Source: an optimization exercise on an open RTL-to-GDS flow (aim: small area). Production flows keep margins and buffers that such runs may drop. Function was checked by simulation only, so behaviour that the tests miss may differ from the original. Power and IR drop assume default switching activity.

### run.sh
#!/bin/bash
# synth_recipe.tcl (not shown) runs the flow's synth.tcl, then flattens the netlist and writes it again
# the make line also repeats each setting of config.mk as NAME=value (left out here)
make -C /OpenROAD-flow-scripts/flow DESIGN_CONFIG=/design/flow/config.mk WORK_HOME=/design/flow/orfs CLKGATE_MAP_FILE= SYNTH_SCRIPT=/design/flow/synth_recipe.tcl finish
### config.mk
export PLATFORM = sky130hd
export DESIGN_NAME = Conv
export DESIGN_NICKNAME = Conv
export VERILOG_FILES = /design/flow/design.v
export SDC_FILE = /design/flow/constraint.sdc
export NUM_CORES = 4
export LEC_CHECK = 0
export CAP_MARGIN = 20
export CORE_MARGIN = 2
export CORE_UTILIZATION = 40
export SLEW_MARGIN = 20
### constraint.sdc
create_clock -name core_clock -period 6.5 [get_ports {clock}]
set_input_delay 1.3000 -clock core_clock [delete_from_list [all_inputs] [get_ports {clock}]]
set_output_delay 1.3000 -clock core_clock [all_outputs]
set_load 0.01 [all_outputs]
### design.v
module Conv(
  input        clock,
  input        reset,
  input  [1:0] io_mask_0,
  input  [1:0] io_mask_1,
  input  [1:0] io_mask_2,
  input  [1:0] io_mask_3,
  input  [1:0] io_mask_4,
  input  [1:0] io_mask_5,
  input  [1:0] io_mask_6,
  input  [1:0] io_mask_7,
  input  [1:0] io_mask_8,
  input  [1:0] io_mask_9,
  input  [1:0] io_mask_10,
  input  [1:0] io_mask_11,
  input  [1:0] io_mask_12,
  input  [1:0] io_mask_13,
  input  [1:0] io_mask_14,
  input  [1:0] io_mask_15,
  input  [1:0] io_mask_16,
  input  [1:0] io_mask_17,
  input  [1:0] io_mask_18,
  input  [1:0] io_mask_19,
  input  [1:0] io_mask_20,
  input  [1:0] io_mask_21,
  input  [1:0] io_mask_22,
  input  [1:0] io_mask_23,
  input  [1:0] io_mask_24,
  input  [1:0] io_weights_0,
  input  [1:0] io_weights_1,
  input  [1:0] io_weights_2,
  input  [1:0] io_weights_3,
  input  [1:0] io_weights_4,
  input  [1:0] io_weights_5,
  input  [1:0] io_weights_6,
  input  [1:0] io_weights_7,
  input  [1:0] io_weights_8,
  output [3:0] io_out_0,
  output [3:0] io_out_1,
  output [3:0] io_out_2,
  output [3:0] io_out_3,
  output [3:0] io_out_4,
  output [3:0] io_out_5,
  output [3:0] io_out_6,
  output [3:0] io_out_7,
  output [3:0] io_out_8,
  output [3:0] io_out_9,
  output [3:0] io_out_10,
  output [3:0] io_out_11,
  output [3:0] io_out_12,
  output [3:0] io_out_13,
  output [3:0] io_out_14,
  output [3:0] io_out_15,
  output [3:0] io_out_16,
  output [3:0] io_out_17,
  output [3:0] io_out_18,
  output [3:0] io_out_19,
  output [3:0] io_out_20,
  output [3:0] io_out_21,
  output [3:0] io_out_22,
  output [3:0] io_out_23,
  output [3:0] io_out_24
);
  reg  [49:0] m1, m2;
  reg         r1, r2;
  reg  [49:0] res;
  wire [49:0] mask = {io_mask_24, io_mask_23, io_mask_22, io_mask_21, io_mask_20, io_mask_19, io_mask_18, io_mask_17, io_mask_16, io_mask_15, io_mask_14, io_mask_13, io_mask_12, io_mask_11, io_mask_10, io_mask_9, io_mask_8, io_mask_7, io_mask_6, io_mask_5, io_mask_4, io_mask_3, io_mask_2, io_mask_1, io_mask_0};
  wire [17:0] wraw = {io_weights_8, io_weights_7, io_weights_6, io_weights_5, io_weights_4, io_weights_3, io_weights_2, io_weights_1, io_weights_0};
  wire        clr = reset | r1 | r2;
  wire [17:0] w = wraw & {18{~clr}};
  wire [49:0] conv;
  wire [3:0] t0 = {(m2[0] & w[8]), (m2[2] & w[10]), (m2[10] & w[14]), (m2[12] & w[16])};
  wire [3:0] c0 = t0[0] + t0[1] + t0[2] + t0[3];
  assign conv[0] = c0[0];
  assign conv[1] = c0[1] ^ (m2[1] & w[8]) ^ (m2[0] & w[9]) ^ (m2[3] & w[10]) ^ (m2[2] & w[11]) ^ (m2[11] & w[14]) ^ (m2[10] & w[15]) ^ (m2[13] & w[16]) ^ (m2[12] & w[17]);
  wire [5:0] t1 = {(m2[0] & w[6]), (m2[2] & w[8]), (m2[4] & w[10]), (m2[10] & w[12]), (m2[12] & w[14]), (m2[14] & w[16])};
  wire [3:0] c1 = t1[0] + t1[1] + t1[2] + t1[3] + t1[4] + t1[5];
  assign conv[2] = c1[0];
  assign conv[3] = c1[1] ^ (m2[1] & w[6]) ^ (m2[0] & w[7]) ^ (m2[3] & w[8]) ^ (m2[2] & w[9]) ^ (m2[5] & w[10]) ^ (m2[4] & w[11]) ^ (m2[11] & w[12]) ^ (m2[10] & w[13]) ^ (m2[13] & w[14]) ^ (m2[12] & w[15]) ^ (m2[15] & w[16]) ^ (m2[14] & w[17]);
  wire [5:0] t2 = {(m2[2] & w[6]), (m2[4] & w[8]), (m2[6] & w[10]), (m2[12] & w[12]), (m2[14] & w[14]), (m2[16] & w[16])};
  wire [3:0] c2 = t2[0] + t2[1] + t2[2] + t2[3] + t2[4] + t2[5];
  assign conv[4] = c2[0];
  assign conv[5] = c2[1] ^ (m2[3] & w[6]) ^ (m2[2] & w[7]) ^ (m2[5] & w[8]) ^ (m2[4] & w[9]) ^ (m2[7] & w[10]) ^ (m2[6] & w[11]) ^ (m2[13] & w[12]) ^ (m2[12] & w[13]) ^ (m2[15] & w[14]) ^ (m2[14] & w[15]) ^ (m2[17] & w[16]) ^ (m2[16] & w[17]);
  wire [5:0] t3 = {(m2[4] & w[6]), (m2[6] & w[8]), (m2[8] & w[10]), (m2[14] & w[12]), (m2[16] & w[14]), (m2[18] & w[16])};
  wire [3:0] c3 = t3[0] + t3[1] + t3[2] + t3[3] + t3[4] + t3[5];
  assign conv[6] = c3[0];
  assign conv[7] = c3[1] ^ (m2[5] & w[6]) ^ (m2[4] & w[7]) ^ (m2[7] & w[8]) ^ (m2[6] & w[9]) ^ (m2[9] & w[10]) ^ (m2[8] & w[11]) ^ (m2[15] & w[12]) ^ (m2[14] & w[13]) ^ (m2[17] & w[14]) ^ (m2[16] & w[15]) ^ (m2[19] & w[16]) ^ (m2[18] & w[17]);
  wire [3:0] t4 = {(m2[6] & w[6]), (m2[8] & w[8]), (m2[16] & w[12]), (m2[18] & w[14])};
  wire [3:0] c4 = t4[0] + t4[1] + t4[2] + t4[3];
  assign conv[8] = c4[0];
  assign conv[9] = c4[1] ^ (m2[7] & w[6]) ^ (m2[6] & w[7]) ^ (m2[9] & w[8]) ^ (m2[8] & w[9]) ^ (m2[17] & w[12]) ^ (m2[16] & w[13]) ^ (m2[19] & w[14]) ^ (m2[18] & w[15]);
  wire [5:0] t5 = {(m2[0] & w[2]), (m2[2] & w[4]), (m2[10] & w[8]), (m2[12] & w[10]), (m2[20] & w[14]), (m2[22] & w[16])};
  wire [3:0] c5 = t5[0] + t5[1] + t5[2] + t5[3] + t5[4] + t5[5];
  assign conv[10] = c5[0];
  assign conv[11] = c5[1] ^ (m2[1] & w[2]) ^ (m2[0] & w[3]) ^ (m2[3] & w[4]) ^ (m2[2] & w[5]) ^ (m2[11] & w[8]) ^ (m2[10] & w[9]) ^ (m2[13] & w[10]) ^ (m2[12] & w[11]) ^ (m2[21] & w[14]) ^ (m2[20] & w[15]) ^ (m2[23] & w[16]) ^ (m2[22] & w[17]);
  wire [8:0] t6 = {(m2[0] & w[0]), (m2[2] & w[2]), (m2[4] & w[4]), (m2[10] & w[6]), (m2[12] & w[8]), (m2[14] & w[10]), (m2[20] & w[12]), (m2[22] & w[14]), (m2[24] & w[16])};
  wire [3:0] c6 = t6[0] + t6[1] + t6[2] + t6[3] + t6[4] + t6[5] + t6[6] + t6[7] + t6[8];
  assign conv[12] = c6[0];
  assign conv[13] = c6[1] ^ (m2[1] & w[0]) ^ (m2[0] & w[1]) ^ (m2[3] & w[2]) ^ (m2[2] & w[3]) ^ (m2[5] & w[4]) ^ (m2[4] & w[5]) ^ (m2[11] & w[6]) ^ (m2[10] & w[7]) ^ (m2[13] & w[8]) ^ (m2[12] & w[9]) ^ (m2[15] & w[10]) ^ (m2[14] & w[11]) ^ (m2[21] & w[12]) ^ (m2[20] & w[13]) ^ (m2[23] & w[14]) ^ (m2[22] & w[15]) ^ (m2[25] & w[16]) ^ (m2[24] & w[17]);
  wire [8:0] t7 = {(m2[2] & w[0]), (m2[4] & w[2]), (m2[6] & w[4]), (m2[12] & w[6]), (m2[14] & w[8]), (m2[16] & w[10]), (m2[22] & w[12]), (m2[24] & w[14]), (m2[26] & w[16])};
  wire [3:0] c7 = t7[0] + t7[1] + t7[2] + t7[3] + t7[4] + t7[5] + t7[6] + t7[7] + t7[8];
  assign conv[14] = c7[0];
  assign conv[15] = c7[1] ^ (m2[3] & w[0]) ^ (m2[2] & w[1]) ^ (m2[5] & w[2]) ^ (m2[4] & w[3]) ^ (m2[7] & w[4]) ^ (m2[6] & w[5]) ^ (m2[13] & w[6]) ^ (m2[12] & w[7]) ^ (m2[15] & w[8]) ^ (m2[14] & w[9]) ^ (m2[17] & w[10]) ^ (m2[16] & w[11]) ^ (m2[23] & w[12]) ^ (m2[22] & w[13]) ^ (m2[25] & w[14]) ^ (m2[24] & w[15]) ^ (m2[27] & w[16]) ^ (m2[26] & w[17]);
  wire [8:0] t8 = {(m2[4] & w[0]), (m2[6] & w[2]), (m2[8] & w[4]), (m2[14] & w[6]), (m2[16] & w[8]), (m2[18] & w[10]), (m2[24] & w[12]), (m2[26] & w[14]), (m2[28] & w[16])};
  wire [3:0] c8 = t8[0] + t8[1] + t8[2] + t8[3] + t8[4] + t8[5] + t8[6] + t8[7] + t8[8];
  assign conv[16] = c8[0];
  assign conv[17] = c8[1] ^ (m2[5] & w[0]) ^ (m2[4] & w[1]) ^ (m2[7] & w[2]) ^ (m2[6] & w[3]) ^ (m2[9] & w[4]) ^ (m2[8] & w[5]) ^ (m2[15] & w[6]) ^ (m2[14] & w[7]) ^ (m2[17] & w[8]) ^ (m2[16] & w[9]) ^ (m2[19] & w[10]) ^ (m2[18] & w[11]) ^ (m2[25] & w[12]) ^ (m2[24] & w[13]) ^ (m2[27] & w[14]) ^ (m2[26] & w[15]) ^ (m2[29] & w[16]) ^ (m2[28] & w[17]);
  wire [5:0] t9 = {(m2[6] & w[0]), (m2[8] & w[2]), (m2[16] & w[6]), (m2[18] & w[8]), (m2[26] & w[12]), (m2[28] & w[14])};
  wire [3:0] c9 = t9[0] + t9[1] + t9[2] + t9[3] + t9[4] + t9[5];
  assign conv[18] = c9[0];
  assign conv[19] = c9[1] ^ (m2[7] & w[0]) ^ (m2[6] & w[1]) ^ (m2[9] & w[2]) ^ (m2[8] & w[3]) ^ (m2[17] & w[6]) ^ (m2[16] & w[7]) ^ (m2[19] & w[8]) ^ (m2[18] & w[9]) ^ (m2[27] & w[12]) ^ (m2[26] & w[13]) ^ (m2[29] & w[14]) ^ (m2[28] & w[15]);
  wire [5:0] t10 = {(m2[10] & w[2]), (m2[12] & w[4]), (m2[20] & w[8]), (m2[22] & w[10]), (m2[30] & w[14]), (m2[32] & w[16])};
  wire [3:0] c10 = t10[0] + t10[1] + t10[2] + t10[3] + t10[4] + t10[5];
  assign conv[20] = c10[0];
  assign conv[21] = c10[1] ^ (m2[11] & w[2]) ^ (m2[10] & w[3]) ^ (m2[13] & w[4]) ^ (m2[12] & w[5]) ^ (m2[21] & w[8]) ^ (m2[20] & w[9]) ^ (m2[23] & w[10]) ^ (m2[22] & w[11]) ^ (m2[31] & w[14]) ^ (m2[30] & w[15]) ^ (m2[33] & w[16]) ^ (m2[32] & w[17]);
  wire [8:0] t11 = {(m2[10] & w[0]), (m2[12] & w[2]), (m2[14] & w[4]), (m2[20] & w[6]), (m2[22] & w[8]), (m2[24] & w[10]), (m2[30] & w[12]), (m2[32] & w[14]), (m2[34] & w[16])};
  wire [3:0] c11 = t11[0] + t11[1] + t11[2] + t11[3] + t11[4] + t11[5] + t11[6] + t11[7] + t11[8];
  assign conv[22] = c11[0];
  assign conv[23] = c11[1] ^ (m2[11] & w[0]) ^ (m2[10] & w[1]) ^ (m2[13] & w[2]) ^ (m2[12] & w[3]) ^ (m2[15] & w[4]) ^ (m2[14] & w[5]) ^ (m2[21] & w[6]) ^ (m2[20] & w[7]) ^ (m2[23] & w[8]) ^ (m2[22] & w[9]) ^ (m2[25] & w[10]) ^ (m2[24] & w[11]) ^ (m2[31] & w[12]) ^ (m2[30] & w[13]) ^ (m2[33] & w[14]) ^ (m2[32] & w[15]) ^ (m2[35] & w[16]) ^ (m2[34] & w[17]);
  wire [8:0] t12 = {(m2[12] & w[0]), (m2[14] & w[2]), (m2[16] & w[4]), (m2[22] & w[6]), (m2[24] & w[8]), (m2[26] & w[10]), (m2[32] & w[12]), (m2[34] & w[14]), (m2[36] & w[16])};
  wire [3:0] c12 = t12[0] + t12[1] + t12[2] + t12[3] + t12[4] + t12[5] + t12[6] + t12[7] + t12[8];
  assign conv[24] = c12[0];
  assign conv[25] = c12[1] ^ (m2[13] & w[0]) ^ (m2[12] & w[1]) ^ (m2[15] & w[2]) ^ (m2[14] & w[3]) ^ (m2[17] & w[4]) ^ (m2[16] & w[5]) ^ (m2[23] & w[6]) ^ (m2[22] & w[7]) ^ (m2[25] & w[8]) ^ (m2[24] & w[9]) ^ (m2[27] & w[10]) ^ (m2[26] & w[11]) ^ (m2[33] & w[12]) ^ (m2[32] & w[13]) ^ (m2[35] & w[14]) ^ (m2[34] & w[15]) ^ (m2[37] & w[16]) ^ (m2[36] & w[17]);
  wire [8:0] t13 = {(m2[14] & w[0]), (m2[16] & w[2]), (m2[18] & w[4]), (m2[24] & w[6]), (m2[26] & w[8]), (m2[28] & w[10]), (m2[34] & w[12]), (m2[36] & w[14]), (m2[38] & w[16])};
  wire [3:0] c13 = t13[0] + t13[1] + t13[2] + t13[3] + t13[4] + t13[5] + t13[6] + t13[7] + t13[8];
  assign conv[26] = c13[0];
  assign conv[27] = c13[1] ^ (m2[15] & w[0]) ^ (m2[14] & w[1]) ^ (m2[17] & w[2]) ^ (m2[16] & w[3]) ^ (m2[19] & w[4]) ^ (m2[18] & w[5]) ^ (m2[25] & w[6]) ^ (m2[24] & w[7]) ^ (m2[27] & w[8]) ^ (m2[26] & w[9]) ^ (m2[29] & w[10]) ^ (m2[28] & w[11]) ^ (m2[35] & w[12]) ^ (m2[34] & w[13]) ^ (m2[37] & w[14]) ^ (m2[36] & w[15]) ^ (m2[39] & w[16]) ^ (m2[38] & w[17]);
  wire [5:0] t14 = {(m2[16] & w[0]), (m2[18] & w[2]), (m2[26] & w[6]), (m2[28] & w[8]), (m2[36] & w[12]), (m2[38] & w[14])};
  wire [3:0] c14 = t14[0] + t14[1] + t14[2] + t14[3] + t14[4] + t14[5];
  assign conv[28] = c14[0];
  assign conv[29] = c14[1] ^ (m2[17] & w[0]) ^ (m2[16] & w[1]) ^ (m2[19] & w[2]) ^ (m2[18] & w[3]) ^ (m2[27] & w[6]) ^ (m2[26] & w[7]) ^ (m2[29] & w[8]) ^ (m2[28] & w[9]) ^ (m2[37] & w[12]) ^ (m2[36] & w[13]) ^ (m2[39] & w[14]) ^ (m2[38] & w[15]);
  wire [5:0] t15 = {(m2[20] & w[2]), (m2[22] & w[4]), (m2[30] & w[8]), (m2[32] & w[10]), (m2[40] & w[14]), (m2[42] & w[16])};
  wire [3:0] c15 = t15[0] + t15[1] + t15[2] + t15[3] + t15[4] + t15[5];
  assign conv[30] = c15[0];
  assign conv[31] = c15[1] ^ (m2[21] & w[2]) ^ (m2[20] & w[3]) ^ (m2[23] & w[4]) ^ (m2[22] & w[5]) ^ (m2[31] & w[8]) ^ (m2[30] & w[9]) ^ (m2[33] & w[10]) ^ (m2[32] & w[11]) ^ (m2[41] & w[14]) ^ (m2[40] & w[15]) ^ (m2[43] & w[16]) ^ (m2[42] & w[17]);
  wire [8:0] t16 = {(m2[20] & w[0]), (m2[22] & w[2]), (m2[24] & w[4]), (m2[30] & w[6]), (m2[32] & w[8]), (m2[34] & w[10]), (m2[40] & w[12]), (m2[42] & w[14]), (m2[44] & w[16])};
  wire [3:0] c16 = t16[0] + t16[1] + t16[2] + t16[3] + t16[4] + t16[5] + t16[6] + t16[7] + t16[8];
  assign conv[32] = c16[0];
  assign conv[33] = c16[1] ^ (m2[21] & w[0]) ^ (m2[20] & w[1]) ^ (m2[23] & w[2]) ^ (m2[22] & w[3]) ^ (m2[25] & w[4]) ^ (m2[24] & w[5]) ^ (m2[31] & w[6]) ^ (m2[30] & w[7]) ^ (m2[33] & w[8]) ^ (m2[32] & w[9]) ^ (m2[35] & w[10]) ^ (m2[34] & w[11]) ^ (m2[41] & w[12]) ^ (m2[40] & w[13]) ^ (m2[43] & w[14]) ^ (m2[42] & w[15]) ^ (m2[45] & w[16]) ^ (m2[44] & w[17]);
  wire [8:0] t17 = {(m2[22] & w[0]), (m2[24] & w[2]), (m2[26] & w[4]), (m2[32] & w[6]), (m2[34] & w[8]), (m2[36] & w[10]), (m2[42] & w[12]), (m2[44] & w[14]), (m2[46] & w[16])};
  wire [3:0] c17 = t17[0] + t17[1] + t17[2] + t17[3] + t17[4] + t17[5] + t17[6] + t17[7] + t17[8];
  assign conv[34] = c17[0];
  assign conv[35] = c17[1] ^ (m2[23] & w[0]) ^ (m2[22] & w[1]) ^ (m2[25] & w[2]) ^ (m2[24] & w[3]) ^ (m2[27] & w[4]) ^ (m2[26] & w[5]) ^ (m2[33] & w[6]) ^ (m2[32] & w[7]) ^ (m2[35] & w[8]) ^ (m2[34] & w[9]) ^ (m2[37] & w[10]) ^ (m2[36] & w[11]) ^ (m2[43] & w[12]) ^ (m2[42] & w[13]) ^ (m2[45] & w[14]) ^ (m2[44] & w[15]) ^ (m2[47] & w[16]) ^ (m2[46] & w[17]);
  wire [8:0] t18 = {(m2[24] & w[0]), (m2[26] & w[2]), (m2[28] & w[4]), (m2[34] & w[6]), (m2[36] & w[8]), (m2[38] & w[10]), (m2[44] & w[12]), (m2[46] & w[14]), (m2[48] & w[16])};
  wire [3:0] c18 = t18[0] + t18[1] + t18[2] + t18[3] + t18[4] + t18[5] + t18[6] + t18[7] + t18[8];
  assign conv[36] = c18[0];
  assign conv[37] = c18[1] ^ (m2[25] & w[0]) ^ (m2[24] & w[1]) ^ (m2[27] & w[2]) ^ (m2[26] & w[3]) ^ (m2[29] & w[4]) ^ (m2[28] & w[5]) ^ (m2[35] & w[6]) ^ (m2[34] & w[7]) ^ (m2[37] & w[8]) ^ (m2[36] & w[9]) ^ (m2[39] & w[10]) ^ (m2[38] & w[11]) ^ (m2[45] & w[12]) ^ (m2[44] & w[13]) ^ (m2[47] & w[14]) ^ (m2[46] & w[15]) ^ (m2[49] & w[16]) ^ (m2[48] & w[17]);
  wire [5:0] t19 = {(m2[26] & w[0]), (m2[28] & w[2]), (m2[36] & w[6]), (m2[38] & w[8]), (m2[46] & w[12]), (m2[48] & w[14])};
  wire [3:0] c19 = t19[0] + t19[1] + t19[2] + t19[3] + t19[4] + t19[5];
  assign conv[38] = c19[0];
  assign conv[39] = c19[1] ^ (m2[27] & w[0]) ^ (m2[26] & w[1]) ^ (m2[29] & w[2]) ^ (m2[28] & w[3]) ^ (m2[37] & w[6]) ^ (m2[36] & w[7]) ^ (m2[39] & w[8]) ^ (m2[38] & w[9]) ^ (m2[47] & w[12]) ^ (m2[46] & w[13]) ^ (m2[49] & w[14]) ^ (m2[48] & w[15]);
  wire [3:0] t20 = {(m2[30] & w[2]), (m2[32] & w[4]), (m2[40] & w[8]), (m2[42] & w[10])};
  wire [3:0] c20 = t20[0] + t20[1] + t20[2] + t20[3];
  assign conv[40] = c20[0];
  assign conv[41] = c20[1] ^ (m2[31] & w[2]) ^ (m2[30] & w[3]) ^ (m2[33] & w[4]) ^ (m2[32] & w[5]) ^ (m2[41] & w[8]) ^ (m2[40] & w[9]) ^ (m2[43] & w[10]) ^ (m2[42] & w[11]);
  wire [5:0] t21 = {(m2[30] & w[0]), (m2[32] & w[2]), (m2[34] & w[4]), (m2[40] & w[6]), (m2[42] & w[8]), (m2[44] & w[10])};
  wire [3:0] c21 = t21[0] + t21[1] + t21[2] + t21[3] + t21[4] + t21[5];
  assign conv[42] = c21[0];
  assign conv[43] = c21[1] ^ (m2[31] & w[0]) ^ (m2[30] & w[1]) ^ (m2[33] & w[2]) ^ (m2[32] & w[3]) ^ (m2[35] & w[4]) ^ (m2[34] & w[5]) ^ (m2[41] & w[6]) ^ (m2[40] & w[7]) ^ (m2[43] & w[8]) ^ (m2[42] & w[9]) ^ (m2[45] & w[10]) ^ (m2[44] & w[11]);
  wire [5:0] t22 = {(m2[32] & w[0]), (m2[34] & w[2]), (m2[36] & w[4]), (m2[42] & w[6]), (m2[44] & w[8]), (m2[46] & w[10])};
  wire [3:0] c22 = t22[0] + t22[1] + t22[2] + t22[3] + t22[4] + t22[5];
  assign conv[44] = c22[0];
  assign conv[45] = c22[1] ^ (m2[33] & w[0]) ^ (m2[32] & w[1]) ^ (m2[35] & w[2]) ^ (m2[34] & w[3]) ^ (m2[37] & w[4]) ^ (m2[36] & w[5]) ^ (m2[43] & w[6]) ^ (m2[42] & w[7]) ^ (m2[45] & w[8]) ^ (m2[44] & w[9]) ^ (m2[47] & w[10]) ^ (m2[46] & w[11]);
  wire [5:0] t23 = {(m2[34] & w[0]), (m2[36] & w[2]), (m2[38] & w[4]), (m2[44] & w[6]), (m2[46] & w[8]), (m2[48] & w[10])};
  wire [3:0] c23 = t23[0] + t23[1] + t23[2] + t23[3] + t23[4] + t23[5];
  assign conv[46] = c23[0];
  assign conv[47] = c23[1] ^ (m2[35] & w[0]) ^ (m2[34] & w[1]) ^ (m2[37] & w[2]) ^ (m2[36] & w[3]) ^ (m2[39] & w[4]) ^ (m2[38] & w[5]) ^ (m2[45] & w[6]) ^ (m2[44] & w[7]) ^ (m2[47] & w[8]) ^ (m2[46] & w[9]) ^ (m2[49] & w[10]) ^ (m2[48] & w[11]);
  wire [3:0] t24 = {(m2[36] & w[0]), (m2[38] & w[2]), (m2[46] & w[6]), (m2[48] & w[8])};
  wire [3:0] c24 = t24[0] + t24[1] + t24[2] + t24[3];
  assign conv[48] = c24[0];
  assign conv[49] = c24[1] ^ (m2[37] & w[0]) ^ (m2[36] & w[1]) ^ (m2[39] & w[2]) ^ (m2[38] & w[3]) ^ (m2[47] & w[6]) ^ (m2[46] & w[7]) ^ (m2[49] & w[8]) ^ (m2[48] & w[9]);
  always @(posedge clock) begin
    m1  <= mask;
    m2  <= m1;
    r1  <= reset;
    r2  <= r1;
    res <= conv;
  end
  assign io_out_0 = {2'b00, res[1:0]};
  assign io_out_1 = {2'b00, res[3:2]};
  assign io_out_2 = {2'b00, res[5:4]};
  assign io_out_3 = {2'b00, res[7:6]};
  assign io_out_4 = {2'b00, res[9:8]};
  assign io_out_5 = {2'b00, res[11:10]};
  assign io_out_6 = {2'b00, res[13:12]};
  assign io_out_7 = {2'b00, res[15:14]};
  assign io_out_8 = {2'b00, res[17:16]};
  assign io_out_9 = {2'b00, res[19:18]};
  assign io_out_10 = {2'b00, res[21:20]};
  assign io_out_11 = {2'b00, res[23:22]};
  assign io_out_12 = {2'b00, res[25:24]};
  assign io_out_13 = {2'b00, res[27:26]};
  assign io_out_14 = {2'b00, res[29:28]};
  assign io_out_15 = {2'b00, res[31:30]};
  assign io_out_16 = {2'b00, res[33:32]};
  assign io_out_17 = {2'b00, res[35:34]};
  assign io_out_18 = {2'b00, res[37:36]};
  assign io_out_19 = {2'b00, res[39:38]};
  assign io_out_20 = {2'b00, res[41:40]};
  assign io_out_21 = {2'b00, res[43:42]};
  assign io_out_22 = {2'b00, res[45:44]};
  assign io_out_23 = {2'b00, res[47:46]};
  assign io_out_24 = {2'b00, res[49:48]};
endmodule
==> parameters.txt <==
Parameter                              Value

Run status
  Result of the run ... finished clean

Yosys
  Mean Syn Cell Area ... 8.58 sq um
  Share of flip-flops with an asynchronous set or reset ... 0%
  Count of flip-flops with a built-in enable after synthesis ... 0
  Most numerous cell in the Yosys netlist ... nand2_1
  Sequential share of the synthesized area ... 26.8%
  Cell type with the highest aggregate area in the netlist ... dfxtp_1
  Flop and latch count out of synthesis ... 152
  Post-synthesis instance area ... 11400 sq um
  Warnings from Yosys ... 1
  Count of different cell masters after synthesis ... 22
  Commonest cells in the netlist ... nand2_1, xnor2_1, dfxtp_1, and3_1, xor2_1
  Synthesized instance count ... 1325
  Area fraction of the dominant cell type after synthesis ... between 20 and 30%
  Most instantiated flip-flop cell in the synthesis netlist ... dfxtp_1
  Top area cells in the synthesized netlist ... dfxtp_1, xnor2_1, nand2_1

Critical path
  Worst Setup End Kind ... register
  Type of the worst setup path ... primary input to register
  Required time reported for the critical path endpoint ... about 7000 ps
  Maximum net fanout on the critical path ... 10
  Critical Path Start Type ... primary input
  Arrival time reported for the critical path endpoint ... 5570 ps

Routing
  DRC viols ... 0
  Wire length after detailed routing ... approximately 33 mm
  Iteration count of the initial detailed-routing pass ... 5
  Per-cell routed wire length ... approximately 18 microns
  Antenna Nets Post-Route ... 0
  Via count ... 8824
  Via-per-instance ratio ... 4.97
  First-iteration detailed-routing DRC count ... 850

STA
  Clk_skew ... 21.7 ps
  Final setup violation count ... 0
  Post-Route Hold Slack ... 326 ps
  Accumulated negative setup slack ... 0 ps
  Slew Limit Fails ... 0
  Final hold violation count ... 0
  Unrepaired setup endpoints after global routing ... no
  Relative slew slack ... 20.3%
  Setup ws final ... approximately 1300 ps
  Slew @ Worst Pin ... between 1000 and 1500 ps
  Final Cycle Share ... about four fifths
  Period minus WS final ... 5210 ps
  Peak Freq ... approximately 190 MHz

Clock tree
  TritonCTS buffer count ... 17
  Maximum count of clock buffers along a single path ... 2
  Post-CTS clock slew at the launch and capture registers of the worst setup and hold paths ... 70 ps
  TritonCTS clock tree ... yes
  CTS resizes ... 0
  H-Tree Level Count ... 4
  Post-CTS Hold Buffers ... 0
  CTS Root Cell ... clkbuf_16
  Num Clock Sinks ... 152
  Clock insertion delay at the later pin of the skew report ... 440 ps
  Number of buffers inserted by post-CTS setup repair ... 0

Min path
  Worst hold-check path type ... register to register

Floorplan
  # rows ... 61
  DIE AREA ... 29800 sq um
  Die W ... approximately 170 microns
  Starting density of the core ... 40.8%
  Floorplan core area ... 27900 sq um
  Chip height ... 173 microns
  # IOs ... 170

Global route
  Pin count of the biggest net entering global routing ... between 100 and 150
  Antenna violations before repair ... 0
  Leftover overflow at the end of global routing ... 0
  Gr usage total ... 21.9%
  M2 GR Usage ... 33.6%
  Wire length of the first global-routing pass ... 50.5 mm
  Global routing met3 resource utilization ... 4.07%
  Via count of the first global-routing pass ... slightly below 9k
  Highest-utilization routing layer at the global route stage ... met2
  Global Route met1 Usage ... 31.2%

Place
  Count of port buffers added during placement ... 119
  Placed instance area ... 12600 sq um
  Detail Placement HPWL ... 20.9 mm
  Placed cells ... approximately 1.7k
  Post-Place Setup Slack ... 854 ps
  Gpl congestion ... around 0.83

Final layout
  Layout cells sized above 1 ... around 5%
  Final non-filler cell area ... about 13000 sq um
  Ant. Diodes ... 0
  Area growth syn-to-layout ... 15.5%
  Number of non-filler instances in the completed layout ... 1774
  Final layout net count ... 1533

Pwr
  Highest ir drop seen on vdd ... 198 uV
  Power Density ... 222 nW/um^2
  Leakage ... 0.00591 uW

Flow run
  Max_cap viols ... 0
[registers in the layout, indices dropped and copies added (netlist names)]
signal  cells
r2          1
res        50
m2         50
r1          1
m1         50
[critical path: stages]
cell             delay [ps]
clkdlybuf4s50_1         440
nor3_2                  340
and2_1                  470
nand2_1                 150
fa_1                    550
inv_1                    60
fa_1                    510
fa_1                    520
fa_1                    440
xnor2_1                 190
xnor2_1                 160
xnor2_1                 160
xnor2_1                 150
xnor2_1                 130
[report_power, final]
part,total [uW],internal [uW],switching [uW],leakage [uW]
Sequential,1060,1000,53.7,0.00127
Clock,970,515,456,0.000274
Combinational,887,434,453,0.00436
Total,2910,1950,963,0.00591
[layout make-up]
type	instances	area (sq um)
Timing Repair Buffer	151	1440
Multi-Input combinational cell	1052	7570
Sequential cell	152	3040
Tap cell	378	473
Clock buffer	18	439
Clock inverter	14	128
Fill cell	2711	14700
Inverter	9	33.8
[path summary, 6_finish.rpt]
kind                                   endpoint            from  depth (start not counted)  slack, ps
worst max-delay path            res[27]$_DFF_P_           reset                         14       1290
worst min-delay path             m2[45]$_DFF_P_  m1[45]$_DFF_P_                          0        330
worst max register to register  res[27]$_DFF_P_      r1$_DFF_P_                         13       2270
worst min register to register   m2[45]$_DFF_P_  m1[45]$_DFF_P_                          0        330
[layout by cell type (no fill, tap or decap), drive strengths merged]
cell,synthesis,final
fa,64,64
dfxtp,152,152
or3,1,1
xor2,77,77
xnor2,300,300
nor3,1,1
clkinv,0,4
buf,106,33
clkbuf,55,18
nand3,9,9
nor2,14,14
clkinvlp,0,2
ha,16,16
clkdlybuf4s50,0,118
and2,3,3
xnor3,8,8
inv,9,17
nand2,367,367
conb,1,50
and3,142,142
[kinds of logic after synthesis]
kind of cell,Yosys count,synth area share (%)
and+or+nand+nor,537,21.1
other,1,0.0330
adders and majority gates,80,13.0
DFF,152,26.8
xor gates and xnor gates,385,30.8
buffers and inverters,170,8.30
[through the flow]
| step | power (uW) | util (%) |
|---|---|---|
| 2_1_floorplan | 1690 | - |
| 3_3_place_gp | 1950 | 45.1 |
| 3_5_place_dp | 1950 | 45.1 |
| 4_1_cts | 2930 | 47.1 |
| 5_1_grt | 3050 | 47.1 |
| 6_report | 2910 | 47.1 |
[routing by layer]
| layer | up-vias | wire (microns) |
|---|---|---|
| li1 | 4062 | - |
| met1 | 4213 | 14500 |
| met2 | 492 | 14400 |
| met3 | 57 | 3060 |
| met4 | 0 | 660 |
| met5 | - | 0 |

-- separate check: timing with driven ports --
Ports are ideal in the flow. The routed layout listed here was re-timed in OpenROAD.
Step 1 (the two cells are an assumption about what drives the block):
set clk [get_ports {clock}]
set_driving_cell -lib_cell sky130_fd_sc_hd__clkbuf_16 $clk
set_driving_cell -lib_cell sky130_fd_sc_hd__buf_2 [delete_from_list [all_inputs] $clk]
Step 2 adds t to the input delays and takes it off the output delays; t is the mean of the earliest and latest rising clock arrival at the registers after step 1. Input paths then give back, and output paths get back, about the clock's delay inside the block.
a / b / c = ideal ports / drivers / drivers and shift; a / b = the first two.
shift t [ns]: 0.480
slack for setup (ns): 1.288 / 1.309 / 0.829
clock arrival spread, ns: 0.021 / 0.022
worst data-port slew with drivers (ns): 0.04
cell pins on the clock port's net: 1
After both steps setup and hold are still met in this run. For this run, drivers alone change the setup slack by +0.021 ns; drivers and shift together by -0.459 ns.
